From an optimization exercise on the open Yosys and OpenROAD flow, aimed at small area and a short achievable clock period; shortcuts taken in it are not production practice. Function was checked by simulation only, so behaviour that the tests miss may differ from the original.

==> job 8237: inputs <==
// vga_style_pipe
module vga_style_pipe(
	input             iCLK,
	input             iRST_N,
	input      [7:0]  iR,
	input      [7:0]  iG,
	input      [7:0]  iB,
	input      [7:0]  iW0,
	input      [7:0]  iW1,
	input      [7:0]  iW2,
	input      [7:0]  iW3,
	input      [7:0]  iW4,
	input      [7:0]  iW5,
	input      [7:0]  iW6,
	input      [7:0]  iW7,
	input      [7:0]  iW8,
	input      [2:0]  iSTYLE,
	input      [3:0]  iH_CTRL,
	input      [3:0]  iS_CTRL,
	input      [3:0]  iI_CTRL,
	input      [3:0]  iT_CTRL,
	input             iEdge,
	input             iPic,
	input      [7:0]  ikeypxl,
	input             ikey_valid,
	output reg [7:0]  oR,
	output reg [7:0]  oG,
	output reg [7:0]  oB
);
==> flow/config.mk <==
export PLATFORM = sky130hd
export DESIGN_NAME = vga_style_pipe
export DESIGN_NICKNAME = vga_style_pipe
export VERILOG_FILES = /design/flow/design.v
export SDC_FILE = /design/flow/constraint.sdc
export NUM_CORES = 4
export LEC_CHECK = 0
export ABC_AREA = 1
export CAP_MARGIN = 20
export CORE_MARGIN = 2
export CORE_UTILIZATION = 40
export PLACE_DENSITY = 0.6
export SLEW_MARGIN = 20
==> flow/constraint.sdc <==
create_clock -name core_clock -period 180.0 [get_ports {iCLK}]
set_input_delay 36.0000 -clock core_clock [delete_from_list [all_inputs] [get_ports {iCLK}]]
set_output_delay 36.0000 -clock core_clock [all_outputs]
set_load 0.01 [all_outputs]
run.sh (not shown) runs the stock make flow with config.mk's settings and CLKGATE_MAP_FILE= SYNTH_SCRIPT=/design/flow/synth_recipe.tcl, a recipe that flattens the netlist after the stock synthesis.
==> job 3213: changes against job 8237 <==
--- a/flow/design.v
+++ b/flow/design.v
@@ -61,23 +61,22 @@
 RCA #(10) ug4(.a(g2[10:1]), .b({2'b00, ig11}), .ci(1'b0), .s(g3), .co());
 assign oGauss = g3[9:2];
 endmodule
 module RGB2HSI(
 	input  [7:0] iR,
 	input  [7:0] iG,
 	input  [7:0] iB,
 	input  [9:0] iSum,
+	input  [9:0] iSum3,
 	output [8:0] Hue,
 	output [7:0] Saturation,
 	output [7:0] Intensity
 );
-wire [9:0] i3;
-DIV3 #(10) dv(.x(iSum), .q(i3));
-assign Intensity = i3[7:0];
+assign Intensity = iSum3[7:0];
 wire [7:0] unused0, unused1, unused2, unused3;
 wire b_le_r, b_le_g, r_le_g, r_le_b;
 SUBR #(8) c0(.a(iR), .b(iB), .d(unused0), .ge(b_le_r));
 SUBR #(8) c1(.a(iG), .b(iB), .d(unused1), .ge(b_le_g));
 SUBR #(8) c2(.a(iG), .b(iR), .d(unused2), .ge(r_le_g));
 SUBR #(8) c3(.a(iB), .b(iR), .d(unused3), .ge(r_le_b));
 wire b_sel = b_le_r & b_le_g;
 wire r_sel = !b_sel & r_le_g & r_le_b;
@@ -171,17 +170,22 @@
 	if (!sc[2]) begin
 		if (s_lo) begin
 			s_plus = (sc == 3'd0); s_zero = (sc == 3'd0);
 		end else begin
 			s_plus = 1'b1; s_k = -{1'b0, sn, 5'd0};       
 		end
 	end else begin
 		if (s_A)      begin s_plus = 1'b1; s_k = -{4'd0, sn, 2'd0}; end     
-		else if (s_B) begin s_plus = 1'b0; s_k = {4'd0, sn, 2'd0} * 9'd7; end  
+		else if (s_B) begin
+			s_plus = 1'b0;                                                       
+			case (sid)
+				2'd0: s_k = 9'd112; 2'd1: s_k = 9'd84; 2'd2: s_k = 9'd56; default: s_k = 9'd28;
+			endcase
+		end
 		else          s_keep = 1'b1;
 	end
 end
 wire [8:0] s_base = s_zero ? 9'd0 : {1'b0, iS};
 wire [8:0] s_t, s_u;
 RCA #(9) us1(.a(s_base), .b({1'b0, s_m} ^ {9{~s_plus}}), .ci(~s_plus), .s(s_t), .co());
 RCA #(9) us2(.a(s_t), .b(s_k), .ci(1'b0), .s(s_u), .co());
 wire [7:0] s_adj = s_keep ? iS : s_u[8] ? 8'd255 : s_u[7:0];
@@ -272,29 +276,31 @@
 assign Green = iReg[1] ? iMin  : iReg[0] ? uc   : vc;
 assign Blue  = iReg[1] ? uc    : iReg[0] ? vc   : iMin;
 endmodule
 module GAU_RGB(
 	input  [7:0] iR, iG, iB,
 	input  [9:0] iSum,
 	input  [7:0] gray,
 	input        edg,
+	output [9:0] oDiff,
+	input  [9:0] iD3,
 	output [7:0] oR, oG, oB
 );
 wire [9:0] sum_g;
 assign sum_g[0] = gray[0];
 RCA #(8) u3(.a(gray), .b({1'b0, gray[7:1]}), .ci(1'b0), .s(sum_g[8:1]), .co(sum_g[9]));
 wire [9:0] df;
 wire       ge;    
 SUBR #(10) us(.a(iSum), .b(sum_g), .d(df), .ge(ge));
 wire [9:0] diff0 = df ^ {10{~ge}};
 wire [9:0] diff;
 RCA #(10) un(.a(diff0), .b(10'd0), .ci(~ge), .s(diff), .co());
-wire [9:0] d3;
-DIV3 #(10) dv(.x(diff), .q(d3));
+assign oDiff = diff;
+wire [9:0] d3 = iD3;
 wire       dn = ge & (df != 10'd0);    
 wire [2:0] qR, qG, qB;
 GAU_Q qr(.c(iR), .d(d3[7:0]), .dn(dn), .q(qR));
 GAU_Q qg(.c(iG), .d(d3[7:0]), .dn(dn), .q(qG));
 GAU_Q qb(.c(iB), .d(d3[7:0]), .dn(dn), .q(qB));
 COLOR_QUAN cq(.qR(qR), .qG(qG), .qB(qB), .edg(edg), .oR(oR), .oG(oG), .oB(oB));
 endmodule
 module GAU_Q(
@@ -303,19 +309,24 @@
 	input        dn,
 	output [2:0] q
 );
 wire [7:0] s;
 wire       co;
 RCA #(8) u(.a(c), .b(d ^ {8{dn}}), .ci(dn), .s(s), .co(co));
 wire neg = dn & ~co;
 wire [8:0] u9 = {co & ~dn, s};
-assign q = (!neg && u9 >= 9'd52) + (!neg && u9 >= 9'd84) + (!neg && u9 >= 9'd116) +
-           (!neg && u9 >= 9'd128) + (!neg && u9 >= 9'd140) + (!neg && u9 >= 9'd172) +
-           (!neg && u9 >= 9'd204);
+assign q = neg             ? 3'd0 :
+           (u9 >= 9'd204)  ? 3'd7 :
+           (u9 >= 9'd172)  ? 3'd6 :
+           (u9 >= 9'd140)  ? 3'd5 :
+           (u9 >= 9'd128)  ? 3'd4 :
+           (u9 >= 9'd116)  ? 3'd3 :
+           (u9 >= 9'd84)   ? 3'd2 :
+           (u9 >= 9'd52)   ? 3'd1 : 3'd0;
 endmodule
 module Blend(
 	input  [7:0] iR, iG, iB,
 	input        iEdge,      
 	output [7:0] oR, oG, oB
 );
 wire [8:0] s1;
 wire [9:0] sum;
@@ -510,125 +521,115 @@
 reg [7:0] kp0;
 always @(posedge iCLK) begin
 	p0_r <= iR; p0_g <= iG; p0_b <= iB;
 	w0 <= iW0; w1 <= iW1; w2 <= iW2; w3 <= iW3; w4 <= iW4;
 	w5 <= iW5; w6 <= iW6; w7 <= iW7; w8 <= iW8;
 	sty0 <= iSTYLE; hc0 <= iH_CTRL; sc0 <= iS_CTRL; ic0 <= iI_CTRL; tc0 <= iT_CTRL;
 	edge0 <= iEdge; pic0 <= iPic; kv0 <= ikey_valid; kp0 <= ikeypxl;
 end
-reg [6:0] vld;
+reg [2:0] vcnt;
 always @(posedge iCLK or negedge iRST_N) begin
-	if (!iRST_N) vld <= 7'd0;
-	else         vld <= {vld[5:0], 1'b1};
+	if (!iRST_N)              vcnt <= 3'd0;
+	else if (vcnt != 3'd7)    vcnt <= vcnt + 3'd1;
 end
+wire [4:0] sel = {tc0[0], pic0, edge0, sty0[1:0]};
+wire is_edge = (sel == 5'b00100);
+wire is_pic  = (sel == 5'b01000);
 wire [7:0] e1, e2, gau;
 EdgeGray      edge_gray(.ig00(w0), .ig01(w1), .ig02(w2), .ig10(w3), .ig11(w4),
 	.ig12(w5), .ig20(w6), .ig21(w7), .ig22(w8), .oEdgeGray(e1));
 SobelEdgeGray sobel_edge_gray(.ig00(w0), .ig01(w1), .ig02(w2), .ig10(w3), .ig11(w4),
 	.ig12(w5), .ig20(w6), .ig21(w7), .ig22(w8), .oEdgeGray(e2), .oGauss(gau));
 wire [8:0] fsum;
 RCA #(8) fadd(.a(e1), .b(e2), .ci(1'b0), .s(fsum[7:0]), .co(fsum[8]));
 wire [7:0] feat = fsum[8] ? 8'd255 : fsum[7:0];
 wire       feat_sat = fsum[8] | (&fsum[7:0]);
 wire [8:0] rg;
 wire [9:0] rgb_sum;
 RCA #(8) sadd1(.a(p0_r), .b(p0_g), .ci(1'b0), .s(rg[7:0]), .co(rg[8]));
 RCA #(9) sadd2(.a(rg), .b({1'b0, p0_b}), .ci(1'b0), .s(rgb_sum[8:0]), .co(rgb_sum[9]));
+wire [9:0] pic_diff, div3_in, div3_q;
+assign div3_in = is_pic ? pic_diff : rgb_sum;
+DIV3 #(10) div3(.x(div3_in), .q(div3_q));
 wire [7:0] pic_r, pic_g, pic_b;
 GAU_RGB gaus_rgb(.iR(p0_r), .iG(p0_g), .iB(p0_b), .iSum(rgb_sum), .gray(gau), .edg(feat_sat),
-	.oR(pic_r), .oG(pic_g), .oB(pic_b));
+	.oDiff(pic_diff), .iD3(div3_q), .oR(pic_r), .oG(pic_g), .oB(pic_b));
 wire [8:0] h_w;
 wire [7:0] s_w, i_w;
-RGB2HSI rgb2hsi(.iR(p0_r), .iG(p0_g), .iB(p0_b), .iSum(rgb_sum), .Hue(h_w), .Saturation(s_w), .Intensity(i_w));
-wire [4:0] sel = {tc0[0], pic0, edge0, sty0[1:0]};
-wire is_edge = (sel == 5'b00100);
-wire is_pic  = (sel == 5'b01000);
+RGB2HSI rgb2hsi(.iR(p0_r), .iG(p0_g), .iB(p0_b), .iSum(rgb_sum), .iSum3(div3_q), .Hue(h_w),
+	.Saturation(s_w), .Intensity(i_w));
+wire [8:0] h_x;
+wire [7:0] s_x, ia_w;
+HSI2HSI_ALL hsi_i(h_w, 8'd0, i_w, 1'b0, 1'b0, 1'b0, 1'b0, 1'b0, 1'b0, 1'b0, 1'b0,
+	ic0[0], ic0[1], ic0[2], ic0[3], h_x, s_x, ia_w);
 wire fin_w   = kv0 | is_edge | is_pic;
 wire hsi_w   = hc0[0] | sc0[0] | ic0[0];
 wire [23:0] fin_val = kv0 ? {kp0, kp0, kp0} : is_edge ? ~{feat, feat, feat} : {pic_b, pic_g, pic_r};
-wire [1:0] post_w = (sel == 5'b00001) ? 2'd1 : (sel == 5'b00010) ? 2'd2 :
-                    (sel == 5'b10000) ? 2'd3 : 2'd0;
-reg        fin1, hsi1, blend1;
+wire [3:0] post_w = fin_w ? 4'b0000 : (sel == 5'b00001) ? 4'b0001 : (sel == 5'b00010) ? 4'b0010 :
+                    (sel == 5'b10000) ? {1'b1, tc0[3:1]} : 4'b0000;
+reg        hsi1, blend1;
 reg [24:0] d1;
-reg [3:0]  hc1, sc1, ic1;
-reg [1:0]  post1;
-reg [2:0]  tc1;
+reg [3:0]  hc1, sc1;
+reg [3:0]  post1;
 always @(posedge iCLK) begin
-	fin1   <= fin_w;
-	hsi1   <= hsi_w;
-	d1     <= fin_w ? {1'b0, fin_val} : hsi_w ? {h_w, s_w, i_w} : {1'b0, p0_b, p0_g, p0_r};
-	hc1    <= hc0; sc1 <= sc0; ic1 <= ic0;
-	blend1 <= sty0[2] & (e1 == 8'd255);
+	hsi1   <= hsi_w & ~fin_w;
+	d1     <= (hsi_w & ~fin_w) ? {h_w, s_w, ia_w} : {1'b0, fin_w ? fin_val : {p0_b, p0_g, p0_r}};
+	hc1    <= hc0; sc1 <= sc0;
+	blend1 <= sty0[2] & (e1 == 8'd255) & ~fin_w;
 	post1  <= post_w;
-	tc1    <= tc0[3:1];
 end
 wire [8:0] h2;
 wire [7:0] s2, i2;
 HSI2HSI_ALL hsh(d1[24:16], d1[15:8], d1[7:0], hc1[0], hc1[1], hc1[2], hc1[3],
-	sc1[0], sc1[1], sc1[2], sc1[3], ic1[0], ic1[1], ic1[2], ic1[3], h2, s2, i2);
+	sc1[0], sc1[1], sc1[2], sc1[3], 1'b0, 1'b0, 1'b0, 1'b0, h2, s2, i2);
 wire [19:0] pp;
 wire [7:0]  pmin;
 wire [8:0]  pis2;
 wire [1:0]  preg;
 HSI2RGB_A hsi2rgb_a(.iH(h2), .iS(s2), .iI(i2), .oY(pp), .oMin(pmin), .oA(pis2), .oReg(preg));
-reg        fin2, hsi2, blend2;
+reg        hsi2, blend2;
 reg [38:0] d2;
-reg [1:0]  post2;
-reg [2:0]  tc2;
+reg [3:0]  post2;
 always @(posedge iCLK) begin
-	fin2   <= fin1;
-	hsi2   <= hsi1 & ~fin1;
-	d2     <= (hsi1 & ~fin1) ? {pp, pmin, pis2, preg} : {15'd0, d1[23:0]};
+	hsi2   <= hsi1;
+	d2     <= hsi1 ? {pp, pmin, pis2, preg} : {15'd0, d1[23:0]};
 	blend2 <= blend1;
 	post2  <= post1;
-	tc2    <= tc1;
 end
 wire [7:0] x_r, x_g, x_b;
 HSI2RGB hsi2rgb(.iY(d2[38:19]), .iMin(d2[18:11]), .iA(d2[10:2]), .iReg(d2[1:0]),
 	.Red(x_r), .Green(x_g), .Blue(x_b));
-reg        fin3, blend3;
-reg [23:0] d3;
-reg [1:0]  post3;
-reg [2:0]  tc3;
-always @(posedge iCLK) begin
-	fin3   <= fin2;
-	d3     <= hsi2 ? {x_b, x_g, x_r} : d2[23:0];
-	blend3 <= blend2;
-	post3  <= post2;
-	tc3    <= tc2;
-end
+wire [23:0] x3 = hsi2 ? {x_b, x_g, x_r} : d2[23:0];
 wire [7:0] y_r, y_g, y_b;
-Blend sharpener(.iR(d3[7:0]), .iG(d3[15:8]), .iB(d3[23:16]), .iEdge(blend3),
+Blend sharpener(.iR(x3[7:0]), .iG(x3[15:8]), .iB(x3[23:16]), .iEdge(blend2),
 	.oR(y_r), .oG(y_g), .oB(y_b));
 wire [7:0] gray;
 Gray_Level gray_level(.iRed(y_r), .iGreen(y_g), .iBlue(y_b), .ogray(gray));
 wire [7:0] t_r, t_g, t_b;
-RGB2RGB_TEMP rgb_temp(.iR(y_r), .iG(y_g), .iB(y_b), .sw_T(1'b1), .sw_T1(tc3[0]),
-	.sw_T2(tc3[1]), .sw_T3(tc3[2]), .oR(t_r), .oG(t_g), .oB(t_b));
+RGB2RGB_TEMP rgb_temp(.iR(y_r), .iG(y_g), .iB(y_b), .sw_T(1'b1), .sw_T1(post2[0]),
+	.sw_T2(post2[1]), .sw_T3(post2[2]), .oR(t_r), .oG(t_g), .oB(t_b));
 reg [23:0] z;
 always @(*) begin
-	if (fin3)              z = d3;
-	else case (post3)
-		2'd1:    z = {gray, gray, gray};
-		2'd2:    z = ~{y_b, y_g, y_r};
-		2'd3:    z = {t_b, t_g, t_r};
-		default: z = {y_b, y_g, y_r};
-	endcase
+	if (post2[3])          z = {t_b, t_g, t_r};
+	else if (post2[0])     z = {gray, gray, gray};
+	else if (post2[1])     z = ~{y_b, y_g, y_r};
+	else                   z = {y_b, y_g, y_r};
 end
-reg [23:0] d4, d5, d6;
+reg [23:0] d3, d4, d5, d6;
 always @(posedge iCLK) begin
-	d4 <= z;
+	d3 <= z;
+	d4 <= d3;
 	d5 <= d4;
 	d6 <= d5;
 end
 always @(posedge iCLK or negedge iRST_N) begin
 	if (!iRST_N) begin
 		oR <= 8'd0;
 		oG <= 8'd0;
 		oB <= 8'd0;
 	end else begin
-		oR <= vld[6] ? d6[7:0]   : 8'd0;
-		oG <= vld[6] ? d6[15:8]  : 8'd0;
-		oB <= vld[6] ? d6[23:16] : 8'd0;
+		oR <= (vcnt == 3'd7) ? d6[7:0]   : 8'd0;
+		oG <= (vcnt == 3'd7) ? d6[15:8]  : 8'd0;
+		oB <= (vcnt == 3'd7) ? d6[23:16] : 8'd0;
 	end
 end
 endmodule
==> job 4942: changes against job 8237 <==
--- a/flow/design.v
+++ b/flow/design.v
@@ -62,18 +62,20 @@
 assign oGauss = g3[9:2];
 endmodule
 module RGB2HSI(
 	input  [7:0] iR,
 	input  [7:0] iG,
 	input  [7:0] iB,
 	input  [9:0] iSum,
 	output [8:0] Hue,
-	output [7:0] Saturation,
-	output [7:0] Intensity
+	output [7:0] Intensity,
+	output [3:0] oSq,
+	output [9:0] oSr,
+	output [3:0] oSn
 );
 wire [9:0] i3;
 DIV3 #(10) dv(.x(iSum), .q(i3));
 assign Intensity = i3[7:0];
 wire [7:0] unused0, unused1, unused2, unused3;
 wire b_le_r, b_le_g, r_le_g, r_le_b;
 SUBR #(8) c0(.a(iR), .b(iB), .d(unused0), .ge(b_le_r));
 SUBR #(8) c1(.a(iG), .b(iB), .d(unused1), .ge(b_le_g));
@@ -102,20 +104,30 @@
 wire all_eq = (den == 10'd0);
 wire [8:0] hoff = b_sel ? 9'd0 : r_sel ? 9'd120 : 9'd240;
 wire [8:0] hsum;
 RCA #(9) ho(.a({2'b00, hq}), .b(hoff), .ci(1'b0), .s(hsum), .co());
 assign Hue = all_eq ? 9'd0 : hsum;
 wire [17:0] sn;
 wire        unused7;
 SUBR #(18) c7(.a({mn3, 8'd0}), .b({8'd0, mn3}), .d(sn), .ge(unused7));
-wire [7:0] sq;
-wire [9:0] sr;
-DIVR #(18, 10, 8) sdiv(.x(sn), .d(iSum), .q(sq), .r(sr));
-assign Saturation = (iSum == 10'd0) ? 8'd0 : ~sq;
+DIVR #(14, 10, 4) sdiv(.x(sn[17:4]), .d(iSum), .q(oSq), .r(oSr));
+assign oSn = sn[3:0];
+endmodule
+module RGB2HSI_S(
+	input  [9:0] iSum,
+	input  [3:0] iSq,
+	input  [9:0] iSr,
+	input  [3:0] iSn,
+	output [7:0] Saturation
+);
+wire [3:0] ql;
+wire [9:0] r;
+DIVR #(14, 10, 4) sdiv(.x({iSr, iSn}), .d(iSum), .q(ql), .r(r));
+assign Saturation = (iSum == 10'd0) ? 8'd0 : ~{iSq, ql};
 endmodule
 module HSI2HSI_ALL(
 	input  [8:0] iH,
 	input  [7:0] iS,
 	input  [7:0] iI,
 	input        sw_H, sw_H1, sw_H2, sw_H3,
 	input        sw_S, sw_S1, sw_S2, sw_S3,
 	input        sw_I, sw_I1, sw_I2, sw_I3,
@@ -510,20 +522,20 @@
 reg [7:0] kp0;
 always @(posedge iCLK) begin
 	p0_r <= iR; p0_g <= iG; p0_b <= iB;
 	w0 <= iW0; w1 <= iW1; w2 <= iW2; w3 <= iW3; w4 <= iW4;
 	w5 <= iW5; w6 <= iW6; w7 <= iW7; w8 <= iW8;
 	sty0 <= iSTYLE; hc0 <= iH_CTRL; sc0 <= iS_CTRL; ic0 <= iI_CTRL; tc0 <= iT_CTRL;
 	edge0 <= iEdge; pic0 <= iPic; kv0 <= ikey_valid; kp0 <= ikeypxl;
 end
-reg [6:0] vld;
+reg [2:0] vcnt;
 always @(posedge iCLK or negedge iRST_N) begin
-	if (!iRST_N) vld <= 7'd0;
-	else         vld <= {vld[5:0], 1'b1};
+	if (!iRST_N)              vcnt <= 3'd0;
+	else if (vcnt != 3'd7)    vcnt <= vcnt + 3'd1;
 end
 wire [7:0] e1, e2, gau;
 EdgeGray      edge_gray(.ig00(w0), .ig01(w1), .ig02(w2), .ig10(w3), .ig11(w4),
 	.ig12(w5), .ig20(w6), .ig21(w7), .ig22(w8), .oEdgeGray(e1));
 SobelEdgeGray sobel_edge_gray(.ig00(w0), .ig01(w1), .ig02(w2), .ig10(w3), .ig11(w4),
 	.ig12(w5), .ig20(w6), .ig21(w7), .ig22(w8), .oEdgeGray(e2), .oGauss(gau));
 wire [8:0] fsum;
 RCA #(8) fadd(.a(e1), .b(e2), .ci(1'b0), .s(fsum[7:0]), .co(fsum[8]));
@@ -532,103 +544,124 @@
 wire [8:0] rg;
 wire [9:0] rgb_sum;
 RCA #(8) sadd1(.a(p0_r), .b(p0_g), .ci(1'b0), .s(rg[7:0]), .co(rg[8]));
 RCA #(9) sadd2(.a(rg), .b({1'b0, p0_b}), .ci(1'b0), .s(rgb_sum[8:0]), .co(rgb_sum[9]));
 wire [7:0] pic_r, pic_g, pic_b;
 GAU_RGB gaus_rgb(.iR(p0_r), .iG(p0_g), .iB(p0_b), .iSum(rgb_sum), .gray(gau), .edg(feat_sat),
 	.oR(pic_r), .oG(pic_g), .oB(pic_b));
 wire [8:0] h_w;
-wire [7:0] s_w, i_w;
-RGB2HSI rgb2hsi(.iR(p0_r), .iG(p0_g), .iB(p0_b), .iSum(rgb_sum), .Hue(h_w), .Saturation(s_w), .Intensity(i_w));
+wire [7:0] i_w;
+wire [3:0] sq_w, sn_w;
+wire [9:0] sr_w;
+RGB2HSI rgb2hsi(.iR(p0_r), .iG(p0_g), .iB(p0_b), .iSum(rgb_sum), .Hue(h_w), .Intensity(i_w),
+	.oSq(sq_w), .oSr(sr_w), .oSn(sn_w));
+wire [8:0] h_x;
+wire [7:0] s_x, ia_w;
+HSI2HSI_ALL hsi_i(h_w, 8'd0, i_w, 1'b0, 1'b0, 1'b0, 1'b0, 1'b0, 1'b0, 1'b0, 1'b0,
+	ic0[0], ic0[1], ic0[2], ic0[3], h_x, s_x, ia_w);
 wire [4:0] sel = {tc0[0], pic0, edge0, sty0[1:0]};
 wire is_edge = (sel == 5'b00100);
 wire is_pic  = (sel == 5'b01000);
 wire fin_w   = kv0 | is_edge | is_pic;
 wire hsi_w   = hc0[0] | sc0[0] | ic0[0];
 wire [23:0] fin_val = kv0 ? {kp0, kp0, kp0} : is_edge ? ~{feat, feat, feat} : {pic_b, pic_g, pic_r};
 wire [1:0] post_w = (sel == 5'b00001) ? 2'd1 : (sel == 5'b00010) ? 2'd2 :
                     (sel == 5'b10000) ? 2'd3 : 2'd0;
 reg        fin1, hsi1, blend1;
-reg [24:0] d1;
-reg [3:0]  hc1, sc1, ic1;
+reg [44:0] d1;
+reg [3:0]  hc1, sc1;
 reg [1:0]  post1;
 reg [2:0]  tc1;
 always @(posedge iCLK) begin
 	fin1   <= fin_w;
-	hsi1   <= hsi_w;
-	d1     <= fin_w ? {1'b0, fin_val} : hsi_w ? {h_w, s_w, i_w} : {1'b0, p0_b, p0_g, p0_r};
-	hc1    <= hc0; sc1 <= sc0; ic1 <= ic0;
+	hsi1   <= hsi_w & ~fin_w;
+	d1     <= (hsi_w & ~fin_w) ? {h_w, ia_w, sq_w, sr_w, sn_w, rgb_sum}
+	                           : {21'd0, fin_w ? fin_val : {p0_b, p0_g, p0_r}};
+	hc1    <= hc0; sc1 <= sc0;
 	blend1 <= sty0[2] & (e1 == 8'd255);
 	post1  <= post_w;
 	tc1    <= tc0[3:1];
 end
+wire [7:0] s_w;
+RGB2HSI_S rgb2hsi_s(.iSum(d1[9:0]), .iSq(d1[27:24]), .iSr(d1[23:14]), .iSn(d1[13:10]), .Saturation(s_w));
 wire [8:0] h2;
 wire [7:0] s2, i2;
-HSI2HSI_ALL hsh(d1[24:16], d1[15:8], d1[7:0], hc1[0], hc1[1], hc1[2], hc1[3],
-	sc1[0], sc1[1], sc1[2], sc1[3], ic1[0], ic1[1], ic1[2], ic1[3], h2, s2, i2);
-wire [19:0] pp;
-wire [7:0]  pmin;
-wire [8:0]  pis2;
-wire [1:0]  preg;
-HSI2RGB_A hsi2rgb_a(.iH(h2), .iS(s2), .iI(i2), .oY(pp), .oMin(pmin), .oA(pis2), .oReg(preg));
+HSI2HSI_ALL hsh(d1[44:36], s_w, d1[35:28], hc1[0], hc1[1], hc1[2], hc1[3],
+	sc1[0], sc1[1], sc1[2], sc1[3], 1'b0, 1'b0, 1'b0, 1'b0, h2, s2, i2);
 reg        fin2, hsi2, blend2;
-reg [38:0] d2;
+reg [24:0] d2;
 reg [1:0]  post2;
 reg [2:0]  tc2;
 always @(posedge iCLK) begin
 	fin2   <= fin1;
-	hsi2   <= hsi1 & ~fin1;
-	d2     <= (hsi1 & ~fin1) ? {pp, pmin, pis2, preg} : {15'd0, d1[23:0]};
+	hsi2   <= hsi1;
+	d2     <= hsi1 ? {h2, s2, i2} : {1'b0, d1[23:0]};
 	blend2 <= blend1;
 	post2  <= post1;
 	tc2    <= tc1;
 end
-wire [7:0] x_r, x_g, x_b;
-HSI2RGB hsi2rgb(.iY(d2[38:19]), .iMin(d2[18:11]), .iA(d2[10:2]), .iReg(d2[1:0]),
-	.Red(x_r), .Green(x_g), .Blue(x_b));
-reg        fin3, blend3;
-reg [23:0] d3;
+wire [19:0] pp;
+wire [7:0]  pmin;
+wire [8:0]  pis2;
+wire [1:0]  preg;
+HSI2RGB_A hsi2rgb_a(.iH(d2[24:16]), .iS(d2[15:8]), .iI(d2[7:0]), .oY(pp), .oMin(pmin), .oA(pis2), .oReg(preg));
+reg        fin3, hsi3, blend3;
+reg [38:0] d3;
 reg [1:0]  post3;
 reg [2:0]  tc3;
 always @(posedge iCLK) begin
 	fin3   <= fin2;
-	d3     <= hsi2 ? {x_b, x_g, x_r} : d2[23:0];
+	hsi3   <= hsi2;
+	d3     <= hsi2 ? {pp, pmin, pis2, preg} : {15'd0, d2[23:0]};
 	blend3 <= blend2;
 	post3  <= post2;
 	tc3    <= tc2;
 end
+wire [7:0] x_r, x_g, x_b;
+HSI2RGB hsi2rgb(.iY(d3[38:19]), .iMin(d3[18:11]), .iA(d3[10:2]), .iReg(d3[1:0]),
+	.Red(x_r), .Green(x_g), .Blue(x_b));
+reg        fin4, blend4;
+reg [23:0] d4;
+reg [1:0]  post4;
+reg [2:0]  tc4;
+always @(posedge iCLK) begin
+	fin4   <= fin3;
+	d4     <= hsi3 ? {x_b, x_g, x_r} : d3[23:0];
+	blend4 <= blend3;
+	post4  <= post3;
+	tc4    <= tc3;
+end
 wire [7:0] y_r, y_g, y_b;
-Blend sharpener(.iR(d3[7:0]), .iG(d3[15:8]), .iB(d3[23:16]), .iEdge(blend3),
+Blend sharpener(.iR(d4[7:0]), .iG(d4[15:8]), .iB(d4[23:16]), .iEdge(blend4),
 	.oR(y_r), .oG(y_g), .oB(y_b));
 wire [7:0] gray;
 Gray_Level gray_level(.iRed(y_r), .iGreen(y_g), .iBlue(y_b), .ogray(gray));
 wire [7:0] t_r, t_g, t_b;
-RGB2RGB_TEMP rgb_temp(.iR(y_r), .iG(y_g), .iB(y_b), .sw_T(1'b1), .sw_T1(tc3[0]),
-	.sw_T2(tc3[1]), .sw_T3(tc3[2]), .oR(t_r), .oG(t_g), .oB(t_b));
+RGB2RGB_TEMP rgb_temp(.iR(y_r), .iG(y_g), .iB(y_b), .sw_T(1'b1), .sw_T1(tc4[0]),
+	.sw_T2(tc4[1]), .sw_T3(tc4[2]), .oR(t_r), .oG(t_g), .oB(t_b));
 reg [23:0] z;
 always @(*) begin
-	if (fin3)              z = d3;
-	else case (post3)
+	if (fin4)              z = d4;
+	else case (post4)
 		2'd1:    z = {gray, gray, gray};
 		2'd2:    z = ~{y_b, y_g, y_r};
 		2'd3:    z = {t_b, t_g, t_r};
 		default: z = {y_b, y_g, y_r};
 	endcase
 end
-reg [23:0] d4, d5, d6;
+reg [23:0] d5, d6;
 always @(posedge iCLK) begin
-	d4 <= z;
-	d5 <= d4;
+	d5 <= z;
 	d6 <= d5;
 end
 always @(posedge iCLK or negedge iRST_N) begin
 	if (!iRST_N) begin
 		oR <= 8'd0;
 		oG <= 8'd0;
 		oB <= 8'd0;
 	end else begin
-		oR <= vld[6] ? d6[7:0]   : 8'd0;
-		oG <= vld[6] ? d6[15:8]  : 8'd0;
-		oB <= vld[6] ? d6[23:16] : 8'd0;
+		oR <= (vcnt == 3'd7) ? d6[7:0]   : 8'd0;
+		oG <= (vcnt == 3'd7) ? d6[15:8]  : 8'd0;
+		oB <= (vcnt == 3'd7) ? d6[23:16] : 8'd0;
 	end
 end
 endmodule
==> flow_summary.toml <==
[drt]
met1_length_um = 43300
avgRoutedWirePerCell_um = 16.2

[synthesis]
ys_top_cells_by_count = "1,000 x inv_1, 895 x nand2_1, 718 x fa_1"
synth-compound-area-share_pct = 9.84

[clock_network]
clock_latency_ns = 0.64

[die]
die-area_sq_um = 105000

[global_route]
grt_pass1_vias = 30800

[outcome]
status = "finished clean"

[layout]
stdcell_area_sq_um = 45700
syn2layout_area_growth_pct = 11.1
sh_seq_area_pct = 16.7
register_area_sq_um = 7600

[placement]
placed_area_sq_um = 44000

[setup_path]
r2r_cells = 115
rrSetupSlack_ns = 152.52
(the above is from job 4942)
==> flow_summary.toml <==
[die]
die-area_sq_um = 101000

[layout]
stdcell_area_sq_um = 43300
sh_seq_area_pct = 15.7
register_area_sq_um = 6800

[setup_path]
rrSetupSlack_ns = 143.08

[drt]
met1_length_um = 42100
avgRoutedWirePerCell_um = 16.1

[global_route]
grt_pass1_vias = 29400

[outcome]
status = "finished clean"
(the above is from job 3213)
==> flow_summary.toml <==
[layout]
sh_seq_area_pct = 16.2
stdcell_area_sq_um = 44500
register_area_sq_um = 7200

[global_route]
grt_pass1_vias = 30100

[synthesis]
synth-compound-area-share_pct = 10.1

[drt]
avgRoutedWirePerCell_um = 16.3
met1_length_um = 42600

[die]
die-area_sq_um = 103000

[clock_network]
clock_latency_ns = 0.63

[outcome]
status = "finished clean"
(the above is from job 8237)

[re-timing with driven ports]
The flow's constraints put no driver on any port. The routed layouts listed below were extracted and timed again, unchanged, in two steps.
Step 1 sets driving cells, clkbuf_16 on the clock port and buf_2 on the other inputs (assumed; they add their load-dependent delay and slew).
Step 2 moves the port delays by t, midway between the first and last clock arrival at a register: inputs arrive t later, outputs are due t later. That takes back most of the time a late clock gives input paths.
a / b / c = ideal ports / drivers / drivers and shift; a / b = the first two.
| run | t (ns) | setup WS [ns] | worst hold slack (ns) | worst setup path after step 2 | worst register clock-pin slew, ns |
|---|---|---|---|---|---|
| job 8237 | 0.671 | 142.519 / 142.452 / 143.123 | 0.322 / 0.322 / 0.322 | register to output | 0.07 / 0.07 |
| job 3213 | 0.660 | 142.553 / 142.487 / 143.078 | 0.319 / 0.319 / 0.319 | register to register | 0.07 / 0.07 |
| job 4942 | 0.688 | 142.540 / 142.475 / 143.163 | 0.324 / 0.324 / 0.324 | register to output | 0.07 / 0.07 |
After both steps setup and hold are still met in every run listed.
